Background: an optimization exercise with open tools, aiming at small area. Do not read the settings as production practice. The RTL was checked by simulation tests, not by an equivalence proof against the original design.

==> flow/design.v <==
`timescale 1ns / 1ps
`timescale 1ns / 1ps
`timescale 1ns / 1ps
module fa(input a, b, c, output s, co);
    assign {co, s} = a + b + c;
endmodule
module ha(input a, b, output s, co);
    assign {co, s} = a + b;
endmodule
module aoi222(input a, b, c, d, e, f, output y);
    assign y = ~((a & b) | (c & d) | (e & f));
endmodule
module nand5(input a, b, c, d, e, output y);
    assign y = ~(a & b & c & d & e);
endmodule
module rdbit(input [14:0] d, input [14:0] s, output y);
    wire [4:0] n;
    genvar i;
    generate for (i = 0; i < 5; i = i + 1) begin : g
        aoi222 u(.a(d[3*i]), .b(s[3*i]), .c(d[3*i+1]), .d(s[3*i+1]), .e(d[3*i+2]), .f(s[3*i+2]), .y(n[i]));
    end endgenerate
    nand5 u5(.a(n[0]), .b(n[1]), .c(n[2]), .d(n[3]), .e(n[4]), .y(y));
endmodule
module benc(input b2, b1, b0, output one, two, neg);
    assign one = b1 ^ b0;
    assign two = (b2 & ~b1 & ~b0) | (~b2 & b1 & b0);
    assign neg = b2 & ~(b1 & b0);
endmodule
module bpp(input q1, q0, one, two, output p);
    assign p = (one & q1) | (two & q0);
endmodule
module xor2(input a, b, output y);
    assign y = a ^ b;
endmodule
module add32(input [31:0] a, input [31:0] b, input ci, output [31:0] s, output co,
             output [31:0] g, output [31:0] t);
    assign g = a & b;
    assign t = a | b;
    wire [8:0] c;
    assign c[0] = ci;
    genvar k, i;
    generate for (k = 0; k < 8; k = k + 1) begin : blk
        wire [4:0] rc;
        assign rc[0] = c[k];
        for (i = 0; i < 4; i = i + 1) begin : bt
            fa u(.a(a[4*k+i]), .b(b[4*k+i]), .c(rc[i]), .s(s[4*k+i]), .co(rc[i+1]));
        end
        wire [3:0] gg = g[4*k +: 4];
        wire [3:0] tt = t[4*k +: 4];
        wire G = gg[3] | (tt[3] & gg[2]) | (tt[3] & tt[2] & gg[1]) | (tt[3] & tt[2] & tt[1] & gg[0]);
        wire T = &tt;
        assign c[k+1] = G | (T & c[k]);
    end endgenerate
    assign co = c[8];
endmodule
module darkriscv
(
    input             CLK,    
    input             RES,    
    input             HLT,    
    input      [31:0] INSTR_DATA,  
    output     [31:0] INSTR_ADDR,  
    input      [31:0] DATA_INPUT,  
    output     [31:0] DATA_OUTPUT,  
    output     [31:0] DATA_ADDR,  
    output     [ 3:0] BYTE_EN,    
    output            WR_EN,     
    output            RD_EN,     
    output [3:0]  DEBUG
);
    reg [31:7] IR;       
    reg [6:2]  OPC;      
    reg        OPV;      
    always @(posedge CLK)
        if (!HLT) begin
            IR  <= INSTR_DATA[31:7];
            OPC <= INSTR_DATA[6:2];
            OPV <= &INSTR_DATA[1:0];
        end
    reg [1:0]  FLUSH;    
    reg [3:0]  RESMODE;  
    reg [31:0] NXPC2;    
    wire RUN = ~|FLUSH;
    wire IS_LUI   = OPV && OPC == 5'b01101;
    wire IS_AUIPC = OPV && OPC == 5'b00101;
    wire IS_JAL   = OPV && OPC == 5'b11011;
    wire IS_JALR  = OPV && OPC == 5'b11001;
    wire IS_BCC   = OPV && OPC == 5'b11000;
    wire IS_LCC   = OPV && OPC == 5'b00000;
    wire IS_SCC   = OPV && OPC == 5'b01000;
    wire IS_MCC   = OPV && OPC == 5'b00100;
    wire IS_RCC   = OPV && OPC == 5'b01100;
    wire IS_MAC   = OPV && OPC == 5'b11111;
    wire [2:0] FCT3  = IR[14:12];
    wire       F7B5  = IR[30];
    wire [3:0] DPTR  = IR[10:7];
    wire [3:0] S1PTR = IR[18:15];
    wire [3:0] S2PTR = IR[23:20];
    wire [31:0] IMM =
        IS_SCC ? { {20{IR[31]}}, IR[31:25], IR[11:7] } :
        IS_BCC ? { {20{IR[31]}}, IR[7], IR[30:25], IR[11:8], 1'b0 } :
        IS_JAL ? { {12{IR[31]}}, IR[19:12], IR[20], IR[30:21], 1'b0 } :
        (IS_LUI || IS_AUIPC) ? { IR[31:12], 12'd0 } :
                 { {20{IR[31]}}, IR[31:20] };
    reg [31:0] RG [1:15];
    reg [14:0] SEL1, SEL2, SELD;
    integer r;
    always @* begin
        for (r = 1; r < 16; r = r + 1) begin
            SEL1[r-1] = S1PTR == r;
            SEL2[r-1] = S2PTR == r;
            SELD[r-1] = DPTR == r;
        end
    end
    wire [14:0] SEL1H = IS_MAC ? SELD : SEL1;
    wire [31:0] U1REG, U2REG;
    wire [15:0] UDLO;
    genvar b, k;
    generate for (b = 0; b < 32; b = b + 1) begin : rd
        wire [14:0] col;
        for (k = 1; k < 16; k = k + 1) begin : c
            assign col[k-1] = RG[k][b];
        end
        rdbit r1(.d(col), .s(b < 16 ? SEL1 : SEL1H), .y(U1REG[b]));
        rdbit r2(.d(col), .s(SEL2), .y(U2REG[b]));
        if (b < 16) begin : lo
            rdbit r3(.d(col), .s(SELD), .y(UDLO[b]));
        end
    end endgenerate
    wire [31:0] PC = NXPC2 - 32'd8;
    wire [31:0] MS, MC;
    mac16 mac(.a(U1REG[15:0]), .b(U2REG[15:0]), .c({U1REG[31:16], UDLO}), .S(MS), .C(MC));
    wire LINK = IS_JAL || IS_JALR;
    wire [31:0] BX = IS_MCC ? { {20{IR[31] & (FCT3 != 3)}}, IR[31:20] } : U2REG;
    wire SUB = !IS_MAC && !LINK && (IS_BCC || FCT3 == 2 || FCT3 == 3 || (IS_RCC && FCT3 == 0 && F7B5));
    wire [31:0] AA = IS_MAC ? MS : LINK ? PC : U1REG;
    wire [31:0] AB = IS_MAC ? MC : LINK ? 32'd4 : (BX ^ {32{SUB}});
    wire [31:0] ADD, AG, AT;
    wire        ACO;
    add32 alu(.a(AA), .b(AB), .ci(SUB), .s(ADD), .co(ACO), .g(AG), .t(AT));
    wire LTU = ~ACO;
    wire LTS = (U1REG[31] ^ BX[31]) ? U1REG[31] : ADD[31];
    wire EQ  = ~|ADD;
    wire [31:0] LOGIC = FCT3[0] ? AG : FCT3[1] ? AT : (AT & ~AG);
    function [31:0] rev(input [31:0] x);
        integer q;
        for (q = 0; q < 32; q = q + 1) rev[q] = x[31-q];
    endfunction
    wire        ALUOP = IS_MCC || IS_RCC;
    wire        SLL = ALUOP && FCT3 == 1;
    wire        LB  = IS_LCC && FCT3[1:0] == 2'b00;    
    wire        LH  = IS_LCC && FCT3[1:0] == 2'b01;    
    wire [1:0]  BA  = ASUM[1:0];
    wire        SB  = IS_SCC && FCT3 == 0;             
    wire        SH  = IS_SCC && FCT3 == 1;             
    wire        BSH = LB || SB;                        
    wire        HSH = LH || SH;                        
    wire [31:0] SHI = IS_LCC ? DATA_INPUT : SLL ? rev(U1REG) : IS_SCC ? rev(U2REG) : U1REG;
    wire [4:0]  SHN = (IS_LCC || IS_SCC) ? { (BSH || HSH) && BA[1], BSH && BA[0], 3'd0 } : BX[4:0];
    wire [31:0] SHO = SHI >> SHN;
    wire        LSGN = !FCT3[2] && (LB ? SHO[7] : SHO[15]);
    wire [31:0] SHL = { (LB || LH) ? {16{LSGN}} : SHO[31:16],
                        LB ? {8{LSGN}} : SHO[15:8],
                        SHO[7:0] };
    wire BTAKEN = FCT3 == 4 ? LTS :
                  FCT3 == 5 ? ~LTS :
                  FCT3 == 6 ? LTU :
                  FCT3 == 7 ? ~LTU :
                  FCT3 == 0 ? EQ :
                  FCT3 == 1 ? ~EQ : 1'b0;
    wire JREQ = RUN && (IS_JAL || IS_JALR || (IS_BCC && BTAKEN));
    wire [31:0] ABASE = (IS_JAL || IS_BCC || IS_AUIPC) ? PC : IS_LUI ? 32'd0 : U1REG;
    wire [31:0] ASUM, DG, DT;
    wire        DCO;
    add32 aadd(.a(ABASE), .b(IMM), .ci(1'b0), .s(ASUM), .co(DCO), .g(DG), .t(DT));
    wire WRITE = RUN && (IS_AUIPC || IS_JAL || IS_JALR || IS_LUI || IS_LCC || IS_MCC || IS_RCC || IS_MAC);
    wire [31:0] WDATA = (IS_AUIPC || IS_LUI) ? ASUM :
                        SLL ? rev(SHO) :
                        (IS_LCC || (ALUOP && FCT3 == 5)) ? SHL :
                        (ALUOP && FCT3 == 2) ? {31'd0, LTS} :
                        (ALUOP && FCT3 == 3) ? {31'd0, LTU} :
                        (ALUOP && FCT3[2]) ? LOGIC :
                        ADD;
    wire [31:0] WD = RES ? {18'd0, RESMODE == 2, 13'd0} : WDATA;
    always @(posedge CLK) begin
        RESMODE <= RESMODE + 1;
        FLUSH <= RES ? 2 : HLT ? FLUSH : FLUSH ? FLUSH - 1 : JREQ ? 2 : 0;
        NXPC2 <= RES ? 0 : HLT ? NXPC2 : JREQ ? ASUM : NXPC2 + 4;
    end
    integer i;
    always @(posedge CLK)
        for (i = 1; i < 16; i = i + 1)
            if (RES ? (RESMODE == i) : (!HLT && WRITE && SELD[i-1]))
                RG[i] <= WD;
    assign DATA_ADDR = ASUM;
    assign DATA_OUTPUT = rev(SHO);
    assign RD_EN = RUN && IS_LCC;
    assign WR_EN = RUN && IS_SCC;
    assign BYTE_EN = FCT3 == 0 || FCT3 == 4 ? ( BA == 3 ? 4'b1000 :
                                                BA == 2 ? 4'b0100 :
                                                BA == 1 ? 4'b0010 :
                                                          4'b0001 ) :
                     FCT3 == 1 || FCT3 == 5 ? ( BA[1] ? 4'b1100 : 4'b0011 ) :
                                              4'b1111;
    assign INSTR_ADDR = NXPC2;
    assign DEBUG = { RES, |FLUSH, WR_EN, RD_EN };
endmodule
module mac16(input [15:0] a, input [15:0] b, input [31:0] c, output [31:0] S, output [31:0] C);
  wire [16:-1] x = {a[15], a, 1'b0};
  wire [16:-1] y = {b, 1'b0};
  wire one0, two0, neg0;
  benc e0(.b2(b[1]), .b1(b[0]), .b0(1'b0), .one(one0), .two(two0), .neg(neg0));
  wire [16:0] p0;
  wire [16:-1] q0;
  assign q0[-1] = neg0;
  assign q0[16] = q0[15];
  genvar j0;
  generate for (j0 = 0; j0 < 16; j0 = j0 + 1) begin : x0
    xor2 s(.a(x[j0]), .b(neg0), .y(q0[j0]));
  end endgenerate
  generate for (j0 = 0; j0 < 17; j0 = j0 + 1) begin : g0
    bpp s(.q1(q0[j0]), .q0(q0[j0-1]), .one(one0), .two(two0), .p(p0[j0]));
  end endgenerate
  wire one1, two1, neg1;
  benc e1(.b2(b[3]), .b1(b[2]), .b0(b[1]), .one(one1), .two(two1), .neg(neg1));
  wire [16:0] p1;
  wire [16:-1] q1;
  assign q1[-1] = neg1;
  assign q1[16] = q1[15];
  genvar j1;
  generate for (j1 = 0; j1 < 16; j1 = j1 + 1) begin : x1
    xor2 s(.a(x[j1]), .b(neg1), .y(q1[j1]));
  end endgenerate
  generate for (j1 = 0; j1 < 17; j1 = j1 + 1) begin : g1
    bpp s(.q1(q1[j1]), .q0(q1[j1-1]), .one(one1), .two(two1), .p(p1[j1]));
  end endgenerate
  wire one2, two2, neg2;
  benc e2(.b2(b[5]), .b1(b[4]), .b0(b[3]), .one(one2), .two(two2), .neg(neg2));
  wire [16:0] p2;
  wire [16:-1] q2;
  assign q2[-1] = neg2;
  assign q2[16] = q2[15];
  genvar j2;
  generate for (j2 = 0; j2 < 16; j2 = j2 + 1) begin : x2
    xor2 s(.a(x[j2]), .b(neg2), .y(q2[j2]));
  end endgenerate
  generate for (j2 = 0; j2 < 17; j2 = j2 + 1) begin : g2
    bpp s(.q1(q2[j2]), .q0(q2[j2-1]), .one(one2), .two(two2), .p(p2[j2]));
  end endgenerate
  wire one3, two3, neg3;
  benc e3(.b2(b[7]), .b1(b[6]), .b0(b[5]), .one(one3), .two(two3), .neg(neg3));
  wire [16:0] p3;
  wire [16:-1] q3;
  assign q3[-1] = neg3;
  assign q3[16] = q3[15];
  genvar j3;
  generate for (j3 = 0; j3 < 16; j3 = j3 + 1) begin : x3
    xor2 s(.a(x[j3]), .b(neg3), .y(q3[j3]));
  end endgenerate
  generate for (j3 = 0; j3 < 17; j3 = j3 + 1) begin : g3
    bpp s(.q1(q3[j3]), .q0(q3[j3-1]), .one(one3), .two(two3), .p(p3[j3]));
  end endgenerate
  wire one4, two4, neg4;
  benc e4(.b2(b[9]), .b1(b[8]), .b0(b[7]), .one(one4), .two(two4), .neg(neg4));
  wire [16:0] p4;
  wire [16:-1] q4;
  assign q4[-1] = neg4;
  assign q4[16] = q4[15];
  genvar j4;
  generate for (j4 = 0; j4 < 16; j4 = j4 + 1) begin : x4
    xor2 s(.a(x[j4]), .b(neg4), .y(q4[j4]));
  end endgenerate
  generate for (j4 = 0; j4 < 17; j4 = j4 + 1) begin : g4
    bpp s(.q1(q4[j4]), .q0(q4[j4-1]), .one(one4), .two(two4), .p(p4[j4]));
  end endgenerate
  wire one5, two5, neg5;
  benc e5(.b2(b[11]), .b1(b[10]), .b0(b[9]), .one(one5), .two(two5), .neg(neg5));
  wire [16:0] p5;
  wire [16:-1] q5;
  assign q5[-1] = neg5;
  assign q5[16] = q5[15];
  genvar j5;
  generate for (j5 = 0; j5 < 16; j5 = j5 + 1) begin : x5
    xor2 s(.a(x[j5]), .b(neg5), .y(q5[j5]));
  end endgenerate
  generate for (j5 = 0; j5 < 17; j5 = j5 + 1) begin : g5
    bpp s(.q1(q5[j5]), .q0(q5[j5-1]), .one(one5), .two(two5), .p(p5[j5]));
  end endgenerate
  wire one6, two6, neg6;
  benc e6(.b2(b[13]), .b1(b[12]), .b0(b[11]), .one(one6), .two(two6), .neg(neg6));
  wire [16:0] p6;
  wire [16:-1] q6;
  assign q6[-1] = neg6;
  assign q6[16] = q6[15];
  genvar j6;
  generate for (j6 = 0; j6 < 16; j6 = j6 + 1) begin : x6
    xor2 s(.a(x[j6]), .b(neg6), .y(q6[j6]));
  end endgenerate
  generate for (j6 = 0; j6 < 17; j6 = j6 + 1) begin : g6
    bpp s(.q1(q6[j6]), .q0(q6[j6-1]), .one(one6), .two(two6), .p(p6[j6]));
  end endgenerate
  wire one7, two7, neg7;
  benc e7(.b2(b[15]), .b1(b[14]), .b0(b[13]), .one(one7), .two(two7), .neg(neg7));
  wire [16:0] p7;
  wire [16:-1] q7;
  assign q7[-1] = neg7;
  assign q7[16] = q7[15];
  genvar j7;
  generate for (j7 = 0; j7 < 16; j7 = j7 + 1) begin : x7
    xor2 s(.a(x[j7]), .b(neg7), .y(q7[j7]));
  end endgenerate
  generate for (j7 = 0; j7 < 17; j7 = j7 + 1) begin : g7
    bpp s(.q1(q7[j7]), .q0(q7[j7-1]), .one(one7), .two(two7), .p(p7[j7]));
  end endgenerate
  wire t1, t2; ha ut1(.a(p0[14]), .b(p1[12]), .s(t1), .co(t2));
  wire t3, t4; ha ut3(.a(p0[15]), .b(p1[13]), .s(t3), .co(t4));
  wire t5, t6; ha ut5(.a(p0[16]), .b(p1[14]), .s(t5), .co(t6));
  wire t7, t8; ha ut7(.a(p0[16]), .b(p1[15]), .s(t7), .co(t8));
  wire t9, t10; ha ut9(.a(~p0[16]), .b(~p1[16]), .s(t9), .co(t10));
  wire t11, t12; ha ut11(.a(p0[8]), .b(p1[6]), .s(t11), .co(t12));
  wire t13, t14; ha ut13(.a(p0[9]), .b(p1[7]), .s(t13), .co(t14));
  wire t15, t16; fa ut15(.a(p0[10]), .b(p1[8]), .c(p2[6]), .s(t15), .co(t16));
  wire t17, t18; ha ut17(.a(p3[4]), .b(p4[2]), .s(t17), .co(t18));
  wire t19, t20; fa ut19(.a(p0[11]), .b(p1[9]), .c(p2[7]), .s(t19), .co(t20));
  wire t21, t22; ha ut21(.a(p3[5]), .b(p4[3]), .s(t21), .co(t22));
  wire t23, t24; fa ut23(.a(p0[12]), .b(p1[10]), .c(p2[8]), .s(t23), .co(t24));
  wire t25, t26; fa ut25(.a(p3[6]), .b(p4[4]), .c(p5[2]), .s(t25), .co(t26));
  wire t27, t28; ha ut27(.a(p6[0]), .b(neg6), .s(t27), .co(t28));
  wire t29, t30; fa ut29(.a(p0[13]), .b(p1[11]), .c(p2[9]), .s(t29), .co(t30));
  wire t31, t32; fa ut31(.a(p3[7]), .b(p4[5]), .c(p5[3]), .s(t31), .co(t32));
  wire t33, t34; ha ut33(.a(p6[1]), .b(c[13]), .s(t33), .co(t34));
  wire t35, t36; fa ut35(.a(t1), .b(p2[10]), .c(p3[8]), .s(t35), .co(t36));
  wire t37, t38; fa ut37(.a(p4[6]), .b(p5[4]), .c(p6[2]), .s(t37), .co(t38));
  wire t39, t40; fa ut39(.a(p7[0]), .b(neg7), .c(c[14]), .s(t39), .co(t40));
  wire t41, t42; fa ut41(.a(t3), .b(p2[11]), .c(p3[9]), .s(t41), .co(t42));
  wire t43, t44; fa ut43(.a(p4[7]), .b(p5[5]), .c(p6[3]), .s(t43), .co(t44));
  wire t45, t46; fa ut45(.a(p7[1]), .b(c[15]), .c(t2), .s(t45), .co(t46));
  wire t47, t48; fa ut47(.a(t5), .b(p2[12]), .c(p3[10]), .s(t47), .co(t48));
  wire t49, t50; fa ut49(.a(p4[8]), .b(p5[6]), .c(p6[4]), .s(t49), .co(t50));
  wire t51, t52; fa ut51(.a(p7[2]), .b(c[16]), .c(t4), .s(t51), .co(t52));
  wire t53, t54; fa ut53(.a(t7), .b(p2[13]), .c(p3[11]), .s(t53), .co(t54));
  wire t55, t56; fa ut55(.a(p4[9]), .b(p5[7]), .c(p6[5]), .s(t55), .co(t56));
  wire t57, t58; fa ut57(.a(p7[3]), .b(c[17]), .c(t6), .s(t57), .co(t58));
  wire t59, t60; fa ut59(.a(t9), .b(p2[14]), .c(p3[12]), .s(t59), .co(t60));
  wire t61, t62; fa ut61(.a(p4[10]), .b(p5[8]), .c(p6[6]), .s(t61), .co(t62));
  wire t63, t64; fa ut63(.a(p7[4]), .b(c[18]), .c(t8), .s(t63), .co(t64));
  wire t65, t66; fa ut65(.a(p3[13]), .b(p4[11]), .c(p5[9]), .s(t65), .co(t66));
  wire t67, t68; fa ut67(.a(p6[7]), .b(p7[5]), .c(c[19]), .s(t67), .co(t68));
  wire t69, t70; ha ut69(.a(~p2[15]), .b(t10), .s(t69), .co(t70));
  wire t71, t72; fa ut71(.a(~p2[16]), .b(p3[14]), .c(p4[12]), .s(t71), .co(t72));
  wire t73, t74; fa ut73(.a(p5[10]), .b(p6[8]), .c(p7[6]), .s(t73), .co(t74));
  wire t75, t76; ha ut75(.a(c[20]), .b(p2[15]), .s(t75), .co(t76));
  wire t77, t78; fa ut77(.a(p4[13]), .b(p5[11]), .c(p6[9]), .s(t77), .co(t78));
  wire t79, t80; ha ut79(.a(p7[7]), .b(c[21]), .s(t79), .co(t80));
  wire t81, t82; fa ut81(.a(~p3[16]), .b(p4[14]), .c(p5[12]), .s(t81), .co(t82));
  wire t83, t84; ha ut83(.a(p6[10]), .b(p7[8]), .s(t83), .co(t84));
  wire t85, t86; ha ut85(.a(p5[13]), .b(p6[11]), .s(t85), .co(t86));
  wire t87, t88; ha ut87(.a(~p4[16]), .b(p5[14]), .s(t87), .co(t88));
  wire t89, t90; ha ut89(.a(p0[4]), .b(p1[2]), .s(t89), .co(t90));
  wire t91, t92; ha ut91(.a(p0[5]), .b(p1[3]), .s(t91), .co(t92));
  wire t93, t94; fa ut93(.a(p0[6]), .b(p1[4]), .c(p2[2]), .s(t93), .co(t94));
  wire t95, t96; ha ut95(.a(p3[0]), .b(neg3), .s(t95), .co(t96));
  wire t97, t98; fa ut97(.a(p0[7]), .b(p1[5]), .c(p2[3]), .s(t97), .co(t98));
  wire t99, t100; ha ut99(.a(p3[1]), .b(c[7]), .s(t99), .co(t100));
  wire t101, t102; fa ut101(.a(t11), .b(p2[4]), .c(p3[2]), .s(t101), .co(t102));
  wire t103, t104; fa ut103(.a(p4[0]), .b(neg4), .c(c[8]), .s(t103), .co(t104));
  wire t105, t106; fa ut105(.a(t13), .b(p2[5]), .c(p3[3]), .s(t105), .co(t106));
  wire t107, t108; fa ut107(.a(p4[1]), .b(c[9]), .c(t12), .s(t107), .co(t108));
  wire t109, t110; fa ut109(.a(t15), .b(t17), .c(p5[0]), .s(t109), .co(t110));
  wire t111, t112; fa ut111(.a(neg5), .b(c[10]), .c(t14), .s(t111), .co(t112));
  wire t113, t114; fa ut113(.a(t19), .b(t21), .c(p5[1]), .s(t113), .co(t114));
  wire t115, t116; fa ut115(.a(c[11]), .b(t16), .c(t18), .s(t115), .co(t116));
  wire t117, t118; fa ut117(.a(t23), .b(t25), .c(t27), .s(t117), .co(t118));
  wire t119, t120; fa ut119(.a(c[12]), .b(t20), .c(t22), .s(t119), .co(t120));
  wire t121, t122; fa ut121(.a(t29), .b(t31), .c(t33), .s(t121), .co(t122));
  wire t123, t124; fa ut123(.a(t24), .b(t26), .c(t28), .s(t123), .co(t124));
  wire t125, t126; fa ut125(.a(t35), .b(t37), .c(t39), .s(t125), .co(t126));
  wire t127, t128; fa ut127(.a(t30), .b(t32), .c(t34), .s(t127), .co(t128));
  wire t129, t130; fa ut129(.a(t41), .b(t43), .c(t45), .s(t129), .co(t130));
  wire t131, t132; fa ut131(.a(t36), .b(t38), .c(t40), .s(t131), .co(t132));
  wire t133, t134; fa ut133(.a(t47), .b(t49), .c(t51), .s(t133), .co(t134));
  wire t135, t136; fa ut135(.a(t42), .b(t44), .c(t46), .s(t135), .co(t136));
  wire t137, t138; fa ut137(.a(t53), .b(t55), .c(t57), .s(t137), .co(t138));
  wire t139, t140; fa ut139(.a(t48), .b(t50), .c(t52), .s(t139), .co(t140));
  wire t141, t142; fa ut141(.a(t59), .b(t61), .c(t63), .s(t141), .co(t142));
  wire t143, t144; fa ut143(.a(t54), .b(t56), .c(t58), .s(t143), .co(t144));
  wire t145, t146; fa ut145(.a(t65), .b(t67), .c(t69), .s(t145), .co(t146));
  wire t147, t148; fa ut147(.a(t60), .b(t62), .c(t64), .s(t147), .co(t148));
  wire t149, t150; fa ut149(.a(t71), .b(t73), .c(t75), .s(t149), .co(t150));
  wire t151, t152; fa ut151(.a(t66), .b(t68), .c(t70), .s(t151), .co(t152));
  wire t153, t154; fa ut153(.a(t77), .b(t79), .c(~p3[15]), .s(t153), .co(t154));
  wire t155, t156; fa ut155(.a(t72), .b(t74), .c(t76), .s(t155), .co(t156));
  wire t157, t158; fa ut157(.a(t81), .b(t83), .c(c[22]), .s(t157), .co(t158));
  wire t159, t160; fa ut159(.a(p3[15]), .b(t78), .c(t80), .s(t159), .co(t160));
  wire t161, t162; fa ut161(.a(t85), .b(p7[9]), .c(c[23]), .s(t161), .co(t162));
  wire t163, t164; fa ut163(.a(~p4[15]), .b(t82), .c(t84), .s(t163), .co(t164));
  wire t165, t166; fa ut165(.a(t87), .b(p6[12]), .c(p7[10]), .s(t165), .co(t166));
  wire t167, t168; fa ut167(.a(c[24]), .b(p4[15]), .c(t86), .s(t167), .co(t168));
  wire t169, t170; fa ut169(.a(p6[13]), .b(p7[11]), .c(c[25]), .s(t169), .co(t170));
  wire t171, t172; ha ut171(.a(~p5[15]), .b(t88), .s(t171), .co(t172));
  wire t173, t174; fa ut173(.a(~p5[16]), .b(p6[14]), .c(p7[12]), .s(t173), .co(t174));
  wire t175, t176; ha ut175(.a(c[26]), .b(p5[15]), .s(t175), .co(t176));
  wire t177, t178; ha ut177(.a(p7[13]), .b(c[27]), .s(t177), .co(t178));
  wire t179, t180; ha ut179(.a(~p6[16]), .b(p7[14]), .s(t179), .co(t180));
  wire t181, t182; ha ut181(.a(p0[2]), .b(p1[0]), .s(t181), .co(t182));
  wire t183, t184; ha ut183(.a(p0[3]), .b(p1[1]), .s(t183), .co(t184));
  wire t185, t186; fa ut185(.a(t89), .b(p2[0]), .c(neg2), .s(t185), .co(t186));
  wire t187, t188; fa ut187(.a(t91), .b(p2[1]), .c(c[5]), .s(t187), .co(t188));
  wire t189, t190; fa ut189(.a(t93), .b(t95), .c(c[6]), .s(t189), .co(t190));
  wire t191, t192; fa ut191(.a(t97), .b(t99), .c(t94), .s(t191), .co(t192));
  wire t193, t194; fa ut193(.a(t101), .b(t103), .c(t98), .s(t193), .co(t194));
  wire t195, t196; fa ut195(.a(t105), .b(t107), .c(t102), .s(t195), .co(t196));
  wire t197, t198; fa ut197(.a(t109), .b(t111), .c(t106), .s(t197), .co(t198));
  wire t199, t200; fa ut199(.a(t113), .b(t115), .c(t110), .s(t199), .co(t200));
  wire t201, t202; fa ut201(.a(t117), .b(t119), .c(t114), .s(t201), .co(t202));
  wire t203, t204; fa ut203(.a(t121), .b(t123), .c(t118), .s(t203), .co(t204));
  wire t205, t206; fa ut205(.a(t125), .b(t127), .c(t122), .s(t205), .co(t206));
  wire t207, t208; fa ut207(.a(t129), .b(t131), .c(t126), .s(t207), .co(t208));
  wire t209, t210; fa ut209(.a(t133), .b(t135), .c(t130), .s(t209), .co(t210));
  wire t211, t212; fa ut211(.a(t137), .b(t139), .c(t134), .s(t211), .co(t212));
  wire t213, t214; fa ut213(.a(t141), .b(t143), .c(t138), .s(t213), .co(t214));
  wire t215, t216; fa ut215(.a(t145), .b(t147), .c(t142), .s(t215), .co(t216));
  wire t217, t218; fa ut217(.a(t149), .b(t151), .c(t146), .s(t217), .co(t218));
  wire t219, t220; fa ut219(.a(t153), .b(t155), .c(t150), .s(t219), .co(t220));
  wire t221, t222; fa ut221(.a(t157), .b(t159), .c(t154), .s(t221), .co(t222));
  wire t223, t224; fa ut223(.a(t161), .b(t163), .c(t158), .s(t223), .co(t224));
  wire t225, t226; fa ut225(.a(t165), .b(t167), .c(t162), .s(t225), .co(t226));
  wire t227, t228; fa ut227(.a(t169), .b(t171), .c(t166), .s(t227), .co(t228));
  wire t229, t230; fa ut229(.a(t173), .b(t175), .c(t170), .s(t229), .co(t230));
  wire t231, t232; fa ut231(.a(t177), .b(~p6[15]), .c(t174), .s(t231), .co(t232));
  wire t233, t234; fa ut233(.a(t179), .b(c[28]), .c(p6[15]), .s(t233), .co(t234));
  wire t235, t236; ha ut235(.a(c[29]), .b(~p7[15]), .s(t235), .co(t236));
  wire t237, t238; ha ut237(.a(~p7[16]), .b(c[30]), .s(t237), .co(t238));
  wire t239, t240; ha ut239(.a(p0[0]), .b(neg0), .s(t239), .co(t240));
  wire t241, t242; ha ut241(.a(p0[1]), .b(c[1]), .s(t241), .co(t242));
  wire t243, t244; fa ut243(.a(t181), .b(neg1), .c(c[2]), .s(t243), .co(t244));
  wire t245, t246; fa ut245(.a(t183), .b(c[3]), .c(t182), .s(t245), .co(t246));
  wire t247, t248; fa ut247(.a(t185), .b(c[4]), .c(t184), .s(t247), .co(t248));
  wire t249, t250; fa ut249(.a(t187), .b(t90), .c(t186), .s(t249), .co(t250));
  wire t251, t252; fa ut251(.a(t189), .b(t92), .c(t188), .s(t251), .co(t252));
  wire t253, t254; fa ut253(.a(t191), .b(t96), .c(t190), .s(t253), .co(t254));
  wire t255, t256; fa ut255(.a(t193), .b(t100), .c(t192), .s(t255), .co(t256));
  wire t257, t258; fa ut257(.a(t195), .b(t104), .c(t194), .s(t257), .co(t258));
  wire t259, t260; fa ut259(.a(t197), .b(t108), .c(t196), .s(t259), .co(t260));
  wire t261, t262; fa ut261(.a(t199), .b(t112), .c(t198), .s(t261), .co(t262));
  wire t263, t264; fa ut263(.a(t201), .b(t116), .c(t200), .s(t263), .co(t264));
  wire t265, t266; fa ut265(.a(t203), .b(t120), .c(t202), .s(t265), .co(t266));
  wire t267, t268; fa ut267(.a(t205), .b(t124), .c(t204), .s(t267), .co(t268));
  wire t269, t270; fa ut269(.a(t207), .b(t128), .c(t206), .s(t269), .co(t270));
  wire t271, t272; fa ut271(.a(t209), .b(t132), .c(t208), .s(t271), .co(t272));
  wire t273, t274; fa ut273(.a(t211), .b(t136), .c(t210), .s(t273), .co(t274));
  wire t275, t276; fa ut275(.a(t213), .b(t140), .c(t212), .s(t275), .co(t276));
  wire t277, t278; fa ut277(.a(t215), .b(t144), .c(t214), .s(t277), .co(t278));
  wire t279, t280; fa ut279(.a(t217), .b(t148), .c(t216), .s(t279), .co(t280));
  wire t281, t282; fa ut281(.a(t219), .b(t152), .c(t218), .s(t281), .co(t282));
  wire t283, t284; fa ut283(.a(t221), .b(t156), .c(t220), .s(t283), .co(t284));
  wire t285, t286; fa ut285(.a(t223), .b(t160), .c(t222), .s(t285), .co(t286));
  wire t287, t288; fa ut287(.a(t225), .b(t164), .c(t224), .s(t287), .co(t288));
  wire t289, t290; fa ut289(.a(t227), .b(t168), .c(t226), .s(t289), .co(t290));
  wire t291, t292; fa ut291(.a(t229), .b(t172), .c(t228), .s(t291), .co(t292));
  wire t293, t294; fa ut293(.a(t231), .b(t176), .c(t230), .s(t293), .co(t294));
  wire t295, t296; fa ut295(.a(t233), .b(t178), .c(t232), .s(t295), .co(t296));
  wire t297, t298; fa ut297(.a(t235), .b(t180), .c(t234), .s(t297), .co(t298));
  wire t299, t300; fa ut299(.a(t237), .b(p7[15]), .c(t236), .s(t299), .co(t300));
  wire t301, t302; ha ut301(.a(~c[31]), .b(t238), .s(t301), .co(t302));
  assign S[0] = t239;
  assign C[0] = c[0];
  assign S[1] = t241;
  assign C[1] = t240;
  assign S[2] = t243;
  assign C[2] = t242;
  assign S[3] = t245;
  assign C[3] = t244;
  assign S[4] = t247;
  assign C[4] = t246;
  assign S[5] = t249;
  assign C[5] = t248;
  assign S[6] = t251;
  assign C[6] = t250;
  assign S[7] = t253;
  assign C[7] = t252;
  assign S[8] = t255;
  assign C[8] = t254;
  assign S[9] = t257;
  assign C[9] = t256;
  assign S[10] = t259;
  assign C[10] = t258;
  assign S[11] = t261;
  assign C[11] = t260;
  assign S[12] = t263;
  assign C[12] = t262;
  assign S[13] = t265;
  assign C[13] = t264;
  assign S[14] = t267;
  assign C[14] = t266;
  assign S[15] = t269;
  assign C[15] = t268;
  assign S[16] = t271;
  assign C[16] = t270;
  assign S[17] = t273;
  assign C[17] = t272;
  assign S[18] = t275;
  assign C[18] = t274;
  assign S[19] = t277;
  assign C[19] = t276;
  assign S[20] = t279;
  assign C[20] = t278;
  assign S[21] = t281;
  assign C[21] = t280;
  assign S[22] = t283;
  assign C[22] = t282;
  assign S[23] = t285;
  assign C[23] = t284;
  assign S[24] = t287;
  assign C[24] = t286;
  assign S[25] = t289;
  assign C[25] = t288;
  assign S[26] = t291;
  assign C[26] = t290;
  assign S[27] = t293;
  assign C[27] = t292;
  assign S[28] = t295;
  assign C[28] = t294;
  assign S[29] = t297;
  assign C[29] = t296;
  assign S[30] = t299;
  assign C[30] = t298;
  assign S[31] = t301;
  assign C[31] = t300;
endmodule
==> flow/flow/run.sh <==
#!/bin/bash
# Own layout flow: the standard ORFS layout (standard.sh, with its
# synthesis unchanged) with two changes.
#  - The port buffers that global placement inserts are buf_1 cells.
#  - CTS uses clkbuf_4 and inserts no dummy loads.
# make's full output goes to make.log here; each ORFS step logs to orfs/logs.
set -euo pipefail
WORK=$(pwd)
bash "$WORK/standard.sh" \
    "BUFFER_PORTS_ARGS=-buffer_cell sky130_fd_sc_hd__buf_1" \
    "CTS_ARGS=-sink_clustering_enable -repair_clock_nets -dont_use_dummy_load -buf_list sky130_fd_sc_hd__clkbuf_4" \
    finish > "$WORK/make.log" 2>&1
==> flow/standard.sh <==
#!/bin/bash
# synth_recipe.tcl (not shown) runs the flow's synth.tcl, then flattens the netlist and writes it again
# the make line also repeats each setting of config.mk as NAME=value (left out here)
make -C /OpenROAD-flow-scripts/flow DESIGN_CONFIG=/design/flow/config.mk WORK_HOME=/design/flow/orfs CLKGATE_MAP_FILE= SYNTH_SCRIPT=/design/flow/synth_recipe.tcl "${@:-finish}"
==> flow/config.mk <==
export PLATFORM = sky130hd
export DESIGN_NAME = darkriscv
export DESIGN_NICKNAME = darkriscv
export VERILOG_FILES = /design/flow/design.v
export SDC_FILE = /design/flow/constraint.sdc
export NUM_CORES = 4
export LEC_CHECK = 0
export CAP_MARGIN = 20
export CORE_MARGIN = 2
export CORE_UTILIZATION = 40
export SLEW_MARGIN = 20
export SYNTH_HIERARCHICAL = 1
==> flow/constraint.sdc <==
create_clock -name core_clock -period 12.0 [get_ports {CLK}]
set_input_delay 2.4000 -clock core_clock [delete_from_list [all_inputs] [get_ports {CLK}]]
set_output_delay 2.4000 -clock core_clock [all_outputs]
set_load 0.01 [all_outputs]
==> results by group, run 1 <==
Run status
  • Status: finished clean

STA
  • # setup viols final: 0
  • Fmax: 86.0 MHz
  • Setup TNS: 0 ns
  • Worst-margin pin slew: 1.32 ns
  • Period minus WS final: approximately 12 ns
  • Final Hold Fails: 0
  • Worst slew margin: 11.6%
  • Final period utilization: ~97%
  • Slew Viols, Final: 0
  • RSZ-0062 raised after global routing: false
  • Clock skew: 0.135 ns

Cells and area
  • Share of post-route cells with drive strength above 1: 14.7%
  • Final non-filler cell total: 5323
  • Fin nets: between 4000 and 5000
  • Synth-to-Final Area Change: 10.9%
  • Fin util: 44.7%

Drt
  • DR WL/cell: ~36 um
  • Vias: between 30000 and 40000
  • DR DRC count: 0
  • TritonRoute pass-1 iters: 15
  • Vias per cell: 7.30
  • ANT nets after route: 0
  • 1st-iter DRT viols: approximately 8500
  • Total detailed-routing wirelength: 190 mm

Worst setup path
  • FF-to-FF path depth: 36
  • Worst Path Class, Setup: flip-flop to flip-flop
  • R2R Setup Slk: 0.38 ns
  • CP peak stage delay: 0.81 ns
  • WP data arrival: 12.56 ns
  • Worst setup EP type: flip-flop
  • Worst path slowest cell: nor2_1
  • Worst setup SP type: flip-flop
  • CP required: ~13 ns
  • CP max FO: 17
  • Most common cell on crit path: fa_1

GRT
  • Largest net degree at the start of global routing: a little under 70
  • Initial antenna violation count: 22
  • First-pass GRT wire length: 267 mm
  • Overall Global Routing Usage: 35.9%
  • Gr ovfl total: 0
  • Vias in the first global route: 36100

Hold path
  • Worst Hold Class: flip-flop to flip-flop
  • Hold Path Stages: 1

Floorplan
  • CORE AREA: 100000 um^2
  • Ports: about 170
  • Die area: 103000 um^2
  • Die Y: 322 um
  • Placement Rows: 116
  • Die Wd: 322 um
  • Starting Density: 40.4%

CTS
  • CTS tree: yes
  • Clk Latency, worst-skew pair: 1.09 ns
  • Root Buffer: clkbuf_4
  • Hold Buf Count CTS: 0
  • Reg clk slew, reported paths: 0.06 ns
  • H-tree depth: 4
  • Clock tree sinks: 549
  • CTS Buf Count: 144
  • Clock Path Buffers: 3

Placement
  • Post-placement cell count: 5157
  • Final GP Congestion: 1.08
  • IO Port Bufs: 172
  • Post-DP HPWL: around 140 mm

Flow run
  • Max cap viols: 0

Logic synthesis
  • Synth warnings: 8
  • Syn avg cell area: 10.9 um^2
  • Post-Syn Instances: 3711
  • Syn Std Cell Area: 40400 um^2
[area by class of cell]
cell class	count	area [um^2]
inverter	103	387
timing repair buffer	397	2350
tap	1298	1620
multi-input combinational	2817	23200
sequential	549	16100
antenna	15	37.5
clock buffer	144	1080
fill	9508	55300
[routing by layer]
| layer | share of wire, % | track usage, % | vias up |
|---|---|---|---|
| li1 | - | - | 16000 |
| met1 | 37 | 46.6 | 19000 |
| met2 | 43 | 52.7 | 3233 |
| met3 | 14 | 11.5 | 606 |
| met4 | 6.3 | 20.4 | 24 |
| met5 | 0.081 | 0 | - |
[timing repair]
action	4_1_cts	5_1_grt
setup endpoints to repair	0	32
gates resized for setup	0	14
setup buffers	0	6
[critical path: cells and delay by family (launching register included)]
kind	cells	cell delay (ns)
AO/OA/AOI/OAI	12	2.85
XOR/XNOR	1	0.25
adder cells (fa/ha/maj)	8	3.73
buffers and inverters	5	1.20
flip-flops	1	0.59
AND/OR/NAND/NOR	10	2.91
[registers in the layout, summed over array words and instances, names as in the netlist]
register and cells:
RG 480, NXPC2 32, IR 25, OPC 5
RESMODE 4, FLUSH 2, OPV 1
[placed cells by master, fill, tap and decap left out, drive strengths merged, types with 23 or more instances in the layout]
master  instances
dfxtp          38
clkbuf        145
nor4           28
buf           396
nor3           99
a211oi         46
and2           64
a22o          184
fa            183
nand2         199
a222oi        400
a21oi         120
inv           102
xor2          135
o22ai          56
a311oi         35
o221ai         24
mux2i          36
a21o           24
o21ai         210
or2            51
nand2b         23
xnor2          54
nor2          150
edfxtp        511
ha             47
and3           99
o211ai         62
a22oi          45
nand3         199
[path summary, 6_finish.rpt]
kind                                 start    endpoint
worst max register to register      IR[15]   NXPC2[19]
worst min-delay path            RESMODE[0]  RESMODE[0]
worst max-delay path                IR[15]   NXPC2[19]
worst min register to register  RESMODE[0]  RESMODE[0]
[metrics by stage]
stage	hold slack, ns	setup WS, ns	area [um^2]
after floorplan	0.432	0.412	40400
after global placement	0.452	0.369	43500
after detailed placement	0.461	0.352	43500
after CTS	0.475	0.331	44600
after global routing	0.501	0.0209	44700
final	0.478	0.378	44700
==> run 2: changes to the inputs <==
--- a/flow/design.v
+++ b/flow/design.v
@@ -181,7 +181,7 @@
                         (ALUOP && FCT3 == 3) ? {31'd0, LTU} :
                         (ALUOP && FCT3[2]) ? LOGIC :
                         ADD;
-    wire [31:0] WD = RES ? {18'd0, RESMODE == 2, 13'd0} : WDATA;
+    wire [31:0] WD = (WDATA & {32{!RES}}) | {18'd0, RES && RESMODE == 2, 13'd0};
     always @(posedge CLK) begin
         RESMODE <= RESMODE + 1;
         FLUSH <= RES ? 2 : HLT ? FLUSH : FLUSH ? FLUSH - 1 : JREQ ? 2 : 0;
==> flow/flow/run.sh (replaced) <==
#!/bin/bash
# Own layout flow: the standard ORFS layout (standard.sh, with its
# synthesis unchanged) with two changes.
#  - The port buffers that global placement inserts are buf_1 cells.
#  - CTS uses clkbuf_8 in clusters of at most 12 sinks within 80 um, and
#    inserts no dummy loads.
# make's full output goes to make.log here; each ORFS step logs to orfs/logs.
set -euo pipefail
WORK=$(pwd)
bash "$WORK/standard.sh" \
    "BUFFER_PORTS_ARGS=-buffer_cell sky130_fd_sc_hd__buf_1" \
    "CTS_ARGS=-sink_clustering_enable -repair_clock_nets -dont_use_dummy_load -buf_list sky130_fd_sc_hd__clkbuf_8 -sink_clustering_size 12 -sink_clustering_max_diameter 80" \
    finish > "$WORK/make.log" 2>&1
--- a/flow/config.mk
+++ b/flow/config.mk
@@ -7,6 +7,6 @@
 export LEC_CHECK = 0
 export CAP_MARGIN = 20
 export CORE_MARGIN = 2
-export CORE_UTILIZATION = 40
+export CORE_UTILIZATION = 60
 export SLEW_MARGIN = 20
 export SYNTH_HIERARCHICAL = 1
==> run 2 against run 1 <==
Compared with the run above:
- synthesized cell count down 1.5%
- cell count shrank 11%
- register-to-register slack worse by 0.04 ns
- via count grew 2.0%
- non-clock buffer count fell by 23
- largest cell class unchanged
- highest routed layer unchanged
==> results by group, run 2 <==
Worst setup path
  • Worst setup EP type: flip-flop
  • Worst Path Class, Setup: flip-flop to flip-flop
  • Reg2reg start: IR[17]
  • Critical path depth: 36 (unchanged)
  • CP required: 12.57 ns (-0.37 ns)
  • CP peak stage delay: 0.74 ns (-0.07 ns)
  • FF-to-FF path depth: 36 (unchanged)
  • Worst Setup SP: IR[17]
  • Most common cell on crit path: fa_1
  • WP data arrival: 12.23 ns (-0.33 ns)
  • Worst path slowest cell: edfxtp_1
  • Worst setup SP type: flip-flop
  • R2R Setup Slk: 0.34 ns (-0.04 ns)
  • CP Buf/Inv Count: 3 (-2)
  • Top delay family on crit path: adder cells
  • CP max FO: 32 (+15)

Placement
  • Pre-CTS setup slack: 0.148 ns (-0.204 ns)
  • Final GP Congestion: 1.12 (+3.6%)
  • Post-DP HPWL: 132 mm (-5.6%)
  • IO Port Bufs: 172 (unchanged)

STA
  • Final period utilization: 97.2% (+0.34 points)
  • Worst setup margin: 0.337 ns (-0.0411 ns)
  • Setup TNS: 0 ns (unchanged)
  • RSZ-0062 raised after global routing: false
  • Clock skew: 0.141 ns (+0.00512 ns)
  • Fmax: 85.7 MHz (-0.35%)
  • Final Hold Fails: 0 (unchanged)
  • # setup viols final: 0 (unchanged)
  • Slew Viols, Final: 0 (unchanged)
  • Period minus WS final: 11.66 ns (+0.0411 ns)
  • Worst-margin pin slew: 1.24 ns (-0.0753 ns)
  • Worst slew margin: 17.2% (+5.6 points)

CTS
  • Root Buffer: clkbuf_8
  • CTS Buf Count: 52 (-64%)
  • Clock Path Buffers: 3 (unchanged)
  • Hold Buf Count CTS: 0 (unchanged)
  • CTS tree: yes
  • H-tree depth: 2 (-2)
  • Reg clk slew, reported paths: 0.09 ns (+0.03 ns)
  • Clock tree sinks: 549 (unchanged)
  • Clk Latency, worst-skew pair: 0.77 ns (-0.32 ns)

Drt
  • ANT nets after route: 0 (unchanged)
  • TritonRoute pass-1 iters: 23 (+8)
  • Metal-1 WL: 57.9 mm (-18%)
  • Total detailed-routing wirelength: 182 mm (-4.1%)
  • DR WL/cell: 38.7 um (+8.3%)
  • Routed wl met2: 74.4 mm (-8.2%)
  • Metal3 WL: 32.2 mm (+22%)
  • Vias: 39600 (+2.0%)
  • DR DRC count: 0 (unchanged)
  • 1st-iter DRT viols: 10200 (+19%)
  • Top Metal Used: met5
  • Vias per cell: 8.41 (+15%)

Cells and area
  • Commonest non-fill, non-tap cells in the layout: edfxtp_1 (511), a222oi_1 (401), nand2_1 (205)
  • Share of post-route cells with drive strength above 1: 12.0% (-2.8 points)
  • Most common cell after layout, fill and taps aside: edfxtp_1
  • Max reg flops: 480 (unchanged)
  • Largest regs: RG (480), NXPC2 (32), IR (25)
  • Fin nets: 4138 (-4.0%)
  • Synth-to-Final Area Change: 8.20%
  • Most flop-heavy register: RG
  • Fillers: 5077 (-47%)

Hold path
  • Hold Path Stages: 1 (unchanged)
  • HP Start: RESMODE[0]
  • Worst Hold Class: flip-flop to flip-flop

Logic synthesis
  • Post-Syn Instances: 3656 (-1.5%)
  • Syn Std Cell Area: 39900 um^2 (-1.2%)
  • Synth warnings: 8 (unchanged)
  • Syn avg cell area: 10.9 um^2 (+0.30%)

Floorplan
  • Placement Rows: 94 (-19%)
  • Ports: 173 (unchanged)
  • Die area: 68500 um^2 (-34%)
  • Starting Density: 60.7% (+20 points)
  • CORE AREA: 65700 um^2 (-34%)
  • Die Y: 262 um (-19%)
  • Die Wd: 262 um (-19%)

GRT
  • Initial antenna violation count: 15 (-32%)
  • Vias in the first global route: 36600 (+1.5%)
  • First-pass GRT wire length: 256 mm (-4.2%)
  • Largest net degree at the start of global routing: 65 (-4.4%)
  • Overall Global Routing Usage: 51.8% (+16 points)
  • Gr ovfl total: 0 (unchanged)

Flow run
  • Max cap viols: 0 (unchanged)

Run status
  • Status: finished clean
## run 2: cell type report
cell class | instances | area, um^2 | area share [%]
clock buffer | 52 | 716 | 1.66
antenna | 10 | 25.0 | 0.0580
inverter | 102 | 383 | 0.887
tap | 864 | 1080 | 2.51
multi-input combinational | 2762 | 22700 | 52.5
timing repair buffer | 374 | 2180 | 5.05
sequential | 549 | 16100 | 37.3
## run 2: repair_timing
item,in CTS,in global routing
buffers inserted,0,2
endpoints found under the hold margin,0,0
endpoints found under the setup margin,0,32
gates resized for setup,0,11
## run 2: routing by layer
layer	vias up	track usage, %
met5	-	0
met4	8	36.5
met3	1201	22.5
met2	4367	74.0
met1	18600	62.9
li1	15400	-
## run 2: final timing paths
check,endpoint
worst min register to register,RESMODE[0]
worst max-delay path,NXPC2[29]
worst max register to register,NXPC2[29]
worst min-delay path,RESMODE[0]
## run 2: through the flow
step                      std cells  util [%]  hold WS (ns)  instance area (um^2)
after floorplan                3660         -         0.432                 39900
after global placement         4647      64.2         0.447                 42200
after detailed placement       4647      64.3         0.479                 42200
after CTS                      4699      65.3         0.494                 43000
after global routing           4704      65.6         0.517                 43100
final                          4713      65.6         0.501                 43200
==> run 3: changes to the inputs <==
--- a/flow/design.v
+++ b/flow/design.v
@@ -21,6 +21,33 @@
     end endgenerate
     nand5 u5(.a(n[0]), .b(n[1]), .c(n[2]), .d(n[3]), .e(n[4]), .y(y));
 endmodule
+module mx2n(input a, b, s, output y);
+    assign y = ~(s ? b : a);
+endmodule
+module nr2(input a, b, output y);
+    assign y = ~(a | b);
+endmodule
+module nd2(input a, b, output y);
+    assign y = ~(a & b);
+endmodule
+module shr32(input [31:0] xn, input [4:0] n, output [31:0] y);
+    wire [31:0] s [0:5];
+    wire [4:0] nn = ~n;
+    assign s[0] = xn;
+    genvar k, i;
+    generate for (k = 0; k < 5; k = k + 1) begin : st
+        for (i = 0; i < 32; i = i + 1) begin : b
+            if (i + (1 << k) < 32) begin : m
+                mx2n u(.a(s[k][i]), .b(s[k][i + (1 << k)]), .s(n[k]), .y(s[k+1][i]));
+            end else if (k % 2 == 0) begin : z0
+                nr2 u(.a(s[k][i]), .b(n[k]), .y(s[k+1][i]));
+            end else begin : z1
+                nd2 u(.a(s[k][i]), .b(nn[k]), .y(s[k+1][i]));
+            end
+        end
+    end endgenerate
+    assign y = s[5];
+endmodule
 module benc(input b2, b1, b0, output one, two, neg);
     assign one = b1 ^ b0;
     assign two = (b2 & ~b1 & ~b0) | (~b2 & b1 & b0);
@@ -78,7 +105,6 @@
             OPV <= &INSTR_DATA[1:0];
         end
     reg [1:0]  FLUSH;    
-    reg [3:0]  RESMODE;  
     reg [31:0] NXPC2;    
     wire RUN = ~|FLUSH;
     wire IS_LUI   = OPV && OPC == 5'b01101;
@@ -157,7 +183,8 @@
     wire        HSH = LH || SH;                        
     wire [31:0] SHI = IS_LCC ? DATA_INPUT : SLL ? rev(U1REG) : IS_SCC ? rev(U2REG) : U1REG;
     wire [4:0]  SHN = (IS_LCC || IS_SCC) ? { (BSH || HSH) && BA[1], BSH && BA[0], 3'd0 } : BX[4:0];
-    wire [31:0] SHO = SHI >> SHN;
+    wire [31:0] SHO;
+    shr32 shifter(.xn(~SHI), .n(SHN), .y(SHO));
     wire        LSGN = !FCT3[2] && (LB ? SHO[7] : SHO[15]);
     wire [31:0] SHL = { (LB || LH) ? {16{LSGN}} : SHO[31:16],
                         LB ? {8{LSGN}} : SHO[15:8],
@@ -181,17 +208,16 @@
                         (ALUOP && FCT3 == 3) ? {31'd0, LTU} :
                         (ALUOP && FCT3[2]) ? LOGIC :
                         ADD;
-    wire [31:0] WD = (WDATA & {32{!RES}}) | {18'd0, RES && RESMODE == 2, 13'd0};
+    wire [31:0] WD = WDATA & {32{!RES}};
     always @(posedge CLK) begin
-        RESMODE <= RESMODE + 1;
         FLUSH <= RES ? 2 : HLT ? FLUSH : FLUSH ? FLUSH - 1 : JREQ ? 2 : 0;
         NXPC2 <= RES ? 0 : HLT ? NXPC2 : JREQ ? ASUM : NXPC2 + 4;
     end
     integer i;
     always @(posedge CLK)
         for (i = 1; i < 16; i = i + 1)
-            if (RES ? (RESMODE == i) : (!HLT && WRITE && SELD[i-1]))
-                RG[i] <= WD;
+            if (RES || (!HLT && WRITE && SELD[i-1]))
+                RG[i] <= (i == 2) ? (WD | {18'd0, RES, 13'd0}) : WD;
     assign DATA_ADDR = ASUM;
     assign DATA_OUTPUT = rev(SHO);
     assign RD_EN = RUN && IS_LCC;
--- a/flow/config.mk
+++ b/flow/config.mk
@@ -8,5 +8,6 @@
 export CAP_MARGIN = 20
 export CORE_MARGIN = 2
 export CORE_UTILIZATION = 60
+export SETUP_SLACK_MARGIN = 0.1
 export SLEW_MARGIN = 20
 export SYNTH_HIERARCHICAL = 1
==> run 3 against run 2 <==
Compared with the run above:
- critical path depth is the same
- design area shrank 1.3%
- clock skew shrank 0.030 ns
- fmax grew 0.60%
- clock-buffer cell count shrank 1
- global-route usage shrank 1.8 points
- routed wire length shrank 5.4%
- first-iteration DRC count shrank 3.4%
- cell count shrank 2.8%
- core utilization grew 0.44 points
- largest cell class unchanged
==> results by group, run 3 <==
Cells and area
  • Fillers: 4944 (-2.6%)
  • Synth-to-Final Area Change: 8.78%
  • Max reg flops: 480 (unchanged)
  • Most common cell after layout, fill and taps aside: edfxtp_1
  • Share of post-route cells with drive strength above 1: 11.7% (-0.22 points)
  • Fin nets: 4019 (-2.9%)
  • Commonest non-fill, non-tap cells in the layout: edfxtp_1 (511), a222oi_1 (400), nand2_1 (244)
  • Largest regs: RG (480), NXPC2 (32), IR (25)
  • Most flop-heavy register: RG

Worst setup path
  • Most common cell on crit path: fa_1
  • WP data arrival: 12.11 ns (-0.12 ns)
  • CP max FO: 15 (-53%)
  • CP required: 12.52 ns (-0.05 ns)
  • Worst setup EP type: flip-flop
  • CP peak stage delay: 0.66 ns (-0.08 ns)
  • Top delay family on crit path: adder cells
  • CP Buf/Inv Count: 5 (+2)
  • Worst Path Class, Setup: flip-flop to flip-flop
  • Worst path slowest cell: nor2_2
  • Worst setup SP type: flip-flop

GRT
  • First-pass GRT wire length: 243 mm (-5.1%)
  • Overall Global Routing Usage: 50.0% (-1.8 points)
  • Vias in the first global route: 34900 (-4.8%)
  • Initial antenna violation count: 4 (-11)
  • Largest net degree at the start of global routing: 67 (+3.1%)
  • Gr ovfl total: 0 (unchanged)

Drt
  • DR DRC count: 0 (unchanged)
  • Vias: 37500 (-5.5%)
  • ANT nets after route: 0 (unchanged)
  • DR WL/cell: 37.7 um (-2.7%)
  • TritonRoute pass-1 iters: 19 (-17%)
  • Total detailed-routing wirelength: 173 mm (-5.4%)
  • 1st-iter DRT viols: 9842 (-3.4%)
  • Vias per cell: 8.17 (-2.8%)

STA
  • Final Hold Fails: 0 (unchanged)
  • RSZ-0062 raised after global routing: false
  • Worst slew margin: 23.9% (+6.6 points)
  • Slew Viols, Final: 0 (unchanged)
  • Min Hold Slack: 0.485 ns (-0.0153 ns)
  • Fmax: 86.3 MHz (+0.60%)
  • Final period utilization: 96.6% (-0.58 points)
  • Setup TNS: 0 ns (unchanged)
  • Worst-margin pin slew: 1.14 ns (-0.102 ns)
  • # setup viols final: 0 (unchanged)
  • Period minus WS final: 11.59 ns (-0.0695 ns)
  • Clock skew: 0.110 ns (-0.0305 ns)

Logic synthesis
  • Post-Syn Instances: 3492 (-4.5%)
  • Synth warnings: 9 (+1)
  • Syn Std Cell Area: 39200 um^2 (-1.8%)
  • Syn avg cell area: 11.2 um^2 (+2.8%)

Run status
  • Status: finished clean

Floorplan
  • Die Wd: 259 um (-0.90%)
  • Starting Density: 60.7% (+0.086 points)
  • CORE AREA: 64500 um^2 (-1.9%)
  • Placement Rows: 93 (-1.1%)
  • Ports: 173 (unchanged)
  • Die Y: 259 um (-0.90%)
  • Die area: 67300 um^2 (-1.8%)

Hold path
  • Worst Hold Class: flip-flop to flip-flop

CTS
  • H-tree depth: 2 (unchanged)
  • CTS Buf Count: 51 (-1.9%)
  • Clock tree sinks: 545 (-0.73%)
  • Reg clk slew, reported paths: 0.10 ns (about the same)
  • Clock Path Buffers: 3 (unchanged)
  • Root Buffer: clkbuf_8
  • Clk Latency, worst-skew pair: 0.70 ns (-0.07 ns)
  • CTS tree: yes

Flow run
  • Max cap viols: 0 (unchanged)

Placement
  • Final GP Congestion: 1.11 (-0.74%)
  • IO Port Bufs: 172 (unchanged)
  • Post-DP HPWL: 126 mm (-4.6%)
-- run 3: worst paths after layout --
path              depth (start not counted)  slack (ns)  startpoint   endpoint
hold / removal                            2        0.49    FLUSH[1]   FLUSH[0]
setup / recovery                         36        0.41      IR[20]  RG[15][0]
hold reg to reg                           2        0.49    FLUSH[1]   FLUSH[0]
setup reg to reg                         36        0.41      IR[20]  RG[15][0]
-- run 3: per-stage QoR --
step | instances | cell area [um^2] | worst slack, ns | util (%)
global route | 4580 | 42600 | 0.114 | 66.1
floorplan | 3496 | 39200 | 0.206 | -
detailed placement | 4522 | 41800 | 0.415 | 64.8
finish | 4583 | 42600 | 0.406 | 66.1
CTS | 4573 | 42500 | 0.401 | 65.9
global placement | 4522 | 41800 | 0.658 | 64.8
-- run 3: area by class of cell --
cell class                      count  area [um^2]  share of cell area, %
Sequential cell                   545        16000                   37.6
Antenna cell                        4         10.0                 0.0235
Clock buffer                       51          702                   1.65
Multi-Input combinational cell   2668        22100                   52.0
Tap cell                          855         1070                   2.51
Inverter                           59          221                  0.520
Timing Repair Buffer              401         2420                   5.69
-- run 3: per-layer routing --
layer / track usage, % / up-vias / share of wire (%)
li1: - / 14800 / -
met1: 62.7 / 17800 / 33
met2: 72.8 / 3923 / 41
met3: 18.4 / 961 / 17
met4: 32.8 / 2 / 9.2
met5: 0 / - / 0.021
-- run 3: tightest hold or removal path, stage by stage (launching register included) --
cell	delay (ns)
dfxtp_1	0.33
nand2_1	0.06
a21oi_1	0.05
-- run 3: timing repair --
action | CTS | global route
gates resized for setup | 0 | 12
setup buffers | 0 | 5
endpoints found under the setup margin | 0 | 48
hold buffers | 0 | 0
==> run 4: changes to the inputs <==
--- a/flow/design.v
+++ b/flow/design.v
@@ -48,6 +48,9 @@
     end endgenerate
     assign y = s[5];
 endmodule
+module wd5(input [4:0] d, input [4:0] s, output y);
+    assign y = |(d & s);
+endmodule
 module benc(input b2, b1, b0, output one, two, neg);
     assign one = b1 ^ b0;
     assign two = (b2 & ~b1 & ~b0) | (~b2 & b1 & b0);
@@ -201,17 +204,30 @@
     wire        DCO;
     add32 aadd(.a(ABASE), .b(IMM), .ci(1'b0), .s(ASUM), .co(DCO), .g(DG), .t(DT));
     wire WRITE = RUN && (IS_AUIPC || IS_JAL || IS_JALR || IS_LUI || IS_LCC || IS_MCC || IS_RCC || IS_MAC);
-    wire [31:0] WDATA = (IS_AUIPC || IS_LUI) ? ASUM :
-                        SLL ? rev(SHO) :
-                        (IS_LCC || (ALUOP && FCT3 == 5)) ? SHL :
-                        (ALUOP && FCT3 == 2) ? {31'd0, LTS} :
-                        (ALUOP && FCT3 == 3) ? {31'd0, LTU} :
-                        (ALUOP && FCT3[2]) ? LOGIC :
-                        ADD;
-    wire [31:0] WD = WDATA & {32{!RES}};
+    wire [4:0] WSEL = { !RES && (IS_AUIPC || IS_LUI), !RES && SLL, !RES && (IS_LCC || (ALUOP && FCT3 == 5)),
+                        !RES && ALUOP && (FCT3 == 4 || FCT3[2:1] == 2'b11), !RES && (IS_MAC || LINK || (ALUOP && FCT3 == 0)) };
+    wire WSLT = !RES && ALUOP && FCT3[2:1] == 2'b01;
+    wire [31:0] SLLO = rev(SHO);
+    wire [31:0] INC4; wire [32:2] icy;
+    assign icy[2] = 1'b1;
+    assign INC4[1:0] = NXPC2[1:0];
+    genvar ic;
+    generate for (ic = 2; ic < 32; ic = ic + 1) begin : incm
+        ha u(.a(NXPC2[ic]), .b(icy[ic]), .s(INC4[ic]), .co(icy[ic+1]));
+    end endgenerate
+    wire [31:0] WDATA;
+    genvar w;
+    generate for (w = 0; w < 32; w = w + 1) begin : wm
+        if (w == 0) begin : b0
+            assign WDATA[0] = |({ASUM[0], SLLO[0], SHL[0], LOGIC[0], ADD[0]} & WSEL) | (WSLT && (FCT3[0] ? LTU : LTS));
+        end else begin : bn
+            wd5 u(.d({ASUM[w], SLLO[w], SHL[w], LOGIC[w], ADD[w]}), .s(WSEL), .y(WDATA[w]));
+        end
+    end endgenerate
+    wire [31:0] WD = WDATA;
     always @(posedge CLK) begin
         FLUSH <= RES ? 2 : HLT ? FLUSH : FLUSH ? FLUSH - 1 : JREQ ? 2 : 0;
-        NXPC2 <= RES ? 0 : HLT ? NXPC2 : JREQ ? ASUM : NXPC2 + 4;
+        NXPC2 <= RES ? 0 : HLT ? NXPC2 : JREQ ? ASUM : INC4;
     end
     integer i;
     always @(posedge CLK)
==> run 4 against run 3 <==
Compared with the run above:
- critical path depth stayed put
- cell count is 3.7% lower
- clock-buffer cell count is 1 higher
- largest cell class unchanged
- die area is 1.5% lower
- fmax is 0.38% higher
- global-route usage is 1.1 points lower
- design area is 1.5% lower
- routed wire length is 3.7% lower
- still clean on timing, DRC and antenna
==> results by group, run 4 <==
STA
  • Clock skew: 0.125 ns (+0.0147 ns)
  • Fmax: 86.6 MHz (+0.38%)
  • # setup viols final: 0 (unchanged)
  • Slew Viols, Final: 0 (unchanged)
  • Worst-margin pin slew: 1.23 ns (+0.0922 ns)
  • Period minus WS final: 11.55 ns (-0.0439 ns)
  • Final Hold Fails: 0 (unchanged)
  • Worst slew margin: 17.4% (-6.5 points)
  • RSZ-0062 raised after global routing: false
  • Setup TNS: 0 ns (unchanged)
  • Final period utilization: 96.2% (-0.37 points)

CTS
  • Root Buffer: clkbuf_8
  • CTS tree: yes
  • Clock Path Buffers: 3 (unchanged)
  • Clock tree sinks: 545 (unchanged)
  • CTS Buf Count: 52 (+2.0%)
  • H-tree depth: 2 (unchanged)
  • Reg clk slew, reported paths: 0.10 ns (about the same)
  • Clk Latency, worst-skew pair: 0.71 ns (about the same)

Cells and area
  • Max reg flops: 480 (unchanged)
  • Commonest non-fill, non-tap cells in the layout: edfxtp_1 (511), a222oi_1 (431), buf_4 (195)
  • Synth-to-Final Area Change: 8.74% (about the same)
  • Largest regs: RG (480), NXPC2 (32), IR (25)
  • Share of post-route cells with drive strength above 1: 11.3% (-0.41 points)
  • Final non-filler cell total: 4412 (-3.7%)
  • Fin area: 41900 um^2 (-1.5%)
  • Most common cell after layout, fill and taps aside: edfxtp_1
  • Most flop-heavy register: RG
  • Fin nets: 3882 (-3.4%)
  • Fin util: 66.2% (+0.16 points)

Logic synthesis
  • Post-Syn Instances: 3301 (-5.5%)
  • Syn Std Cell Area: 38600 um^2 (-1.5%)
  • Synth warnings: 9 (unchanged)
  • Syn avg cell area: 11.7 um^2 (+4.2%)

Drt
  • 1st-iter DRT viols: 9167 (-6.9%)
  • DR DRC count: 0 (unchanged)
  • DR WL/cell: 37.7 um (about the same)
  • Total detailed-routing wirelength: 166 mm (-3.7%)
  • Vias: 35600 (-5.1%)
  • ANT nets after route: 0 (unchanged)
  • TritonRoute pass-1 iters: 22 (+3)
  • Vias per cell: 8.06 (-1.4%)

Placement
  • Post-DP HPWL: 122 mm (-3.0%)
  • Post-placement cell count: 4345 (-3.9%)
  • Final GP Congestion: 1.10 (-0.71%)
  • IO Port Bufs: 172 (unchanged)
  • DP Area: 41100 um^2 (-1.6%)

GRT
  • Largest net degree at the start of global routing: 75 (+12%)
  • Initial antenna violation count: 9 (+5)
  • Vias in the first global route: 33800 (-3.0%)
  • First-pass GRT wire length: 236 mm (-2.9%)
  • Overall Global Routing Usage: 48.9% (-1.1 points)
  • Gr ovfl total: 0 (unchanged)

Hold path
  • HP Start: FLUSH[1]
  • Worst Hold Class: flip-flop to flip-flop

Worst setup path
  • Reg2reg start: IR[23]
  • CP required: 12.47 ns (-0.05 ns)
  • Most common cell on crit path: fa_1
  • WP data arrival: 12.02 ns (-0.09 ns)
  • Worst setup SP type: flip-flop
  • Worst path slowest cell: edfxtp_1
  • CP max FO: 33 (+18)
  • Worst setup EP type: flip-flop
  • Worst Setup SP: IR[23]
  • Worst Path Class, Setup: flip-flop to flip-flop
  • CP peak stage delay: 0.60 ns (-0.06 ns)

Floorplan
  • Ports: 173 (unchanged)
  • CORE AREA: 63300 um^2 (-1.8%)
  • Die area: 66300 um^2 (-1.5%)
  • Die Y: 258 um (-0.75%)
  • Die Wd: 258 um (-0.75%)
  • Starting Density: 60.9% (+0.17 points)
  • Placement Rows: 92 (-1.1%)

Flow run
  • Max cap viols: 0 (unchanged)

Run status
  • Status: finished clean
[run 4: cell type report]
cell class / instances / area (um^2)
clock buffers: 52 / 716
diodes: 7 / 17.5
fillers: 4777 / 21400
inverters: 103 / 387
well taps: 846 / 1060
flip-flops and latches: 545 / 16000
multi-input cells: 2484 / 21500
repair buffers: 375 / 2280
[run 4: layer usage]
metal  vias to the layer above  track usage (%)  wire, um
li1                      14100                -         -
met4                         6             33.4     15400
met3                       891             15.4     25200
met1                     17000             60.8     54900
met2                      3602             73.1     70800
met5                         -            0.214        40
[run 4: final timing paths]
path	slack, ns	to	cells after the start
worst max register to register	0.45	NXPC2[7]	36
worst min-delay path	0.49	FLUSH[0]	2
worst max-delay path	0.45	NXPC2[7]	36
worst min register to register	0.49	FLUSH[0]	2
[run 4: metrics by stage]
stage | hold slack, ns | setup WS [ns]
final | 0.493 | 0.450
after global routing | 0.511 | 0.0931
after CTS | 0.485 | 0.601
after detailed placement | 0.467 | 0.661
after global placement | 0.458 | 0.919
after floorplan | 0.446 | 0.106
[run 4: critical path, delay by kind of cell, from the launching register on]
| kind | cells | cell delay, ns |
|---|---|---|
| buffers and inverters | 4 | 0.85 |
| AOI/OAI and AO/OA | 11 | 2.64 |
| xor gates and xnor gates | 1 | 0.26 |
| and+or+nand+nor | 11 | 3.01 |
| DFF | 1 | 0.60 |
| adders and majority gates | 9 | 3.97 |
[run 4: what timing repair did]
action                     in CTS  in global routing
hold buffers                    0                  0
setup endpoints to repair       0                 23
resized for setup               0                  3
buffers inserted                0                  6
hold endpoints to repair        0                  0

[re-timing with driven ports]
How much do the figures lean on ideal ports? The routed layouts below were timed once more, with nothing changed but the port constraints.
Step 1 (the two cells are an assumption about what drives the block):
set clk [get_ports {CLK}]
set_driving_cell -lib_cell sky130_fd_sc_hd__clkbuf_16 $clk
set_driving_cell -lib_cell sky130_fd_sc_hd__buf_2 [delete_from_list [all_inputs] $clk]
Step 2 times the ports against the registers' clock, not the clock port: input delays grow and output delays shrink by t, the midpoint of the rising clock arrivals with the driver on.
a / b / c = no drivers / after step 1 / after step 2; a / b = the first two.
run | t (ns) | slack for setup (ns) | latest minus earliest clock arrival (ns) | worst register clock-pin slew, ns
run 1 | 1.086 | 0.378 / 0.378 / 0.378 | 0.136 / 0.136 | 0.08 / 0.08
run 2 | 0.763 | 0.337 / 0.337 / 0.337 | 0.140 / 0.141 | 0.10 / 0.10
run 3 | 0.716 | 0.406 / 0.406 / 0.406 | 0.110 / 0.110 | 0.10 / 0.10
run 4 | 0.709 | 0.450 / 0.450 / 0.450 | 0.125 / 0.125 | 0.10 / 0.10
After both steps every run listed still meets setup and hold.
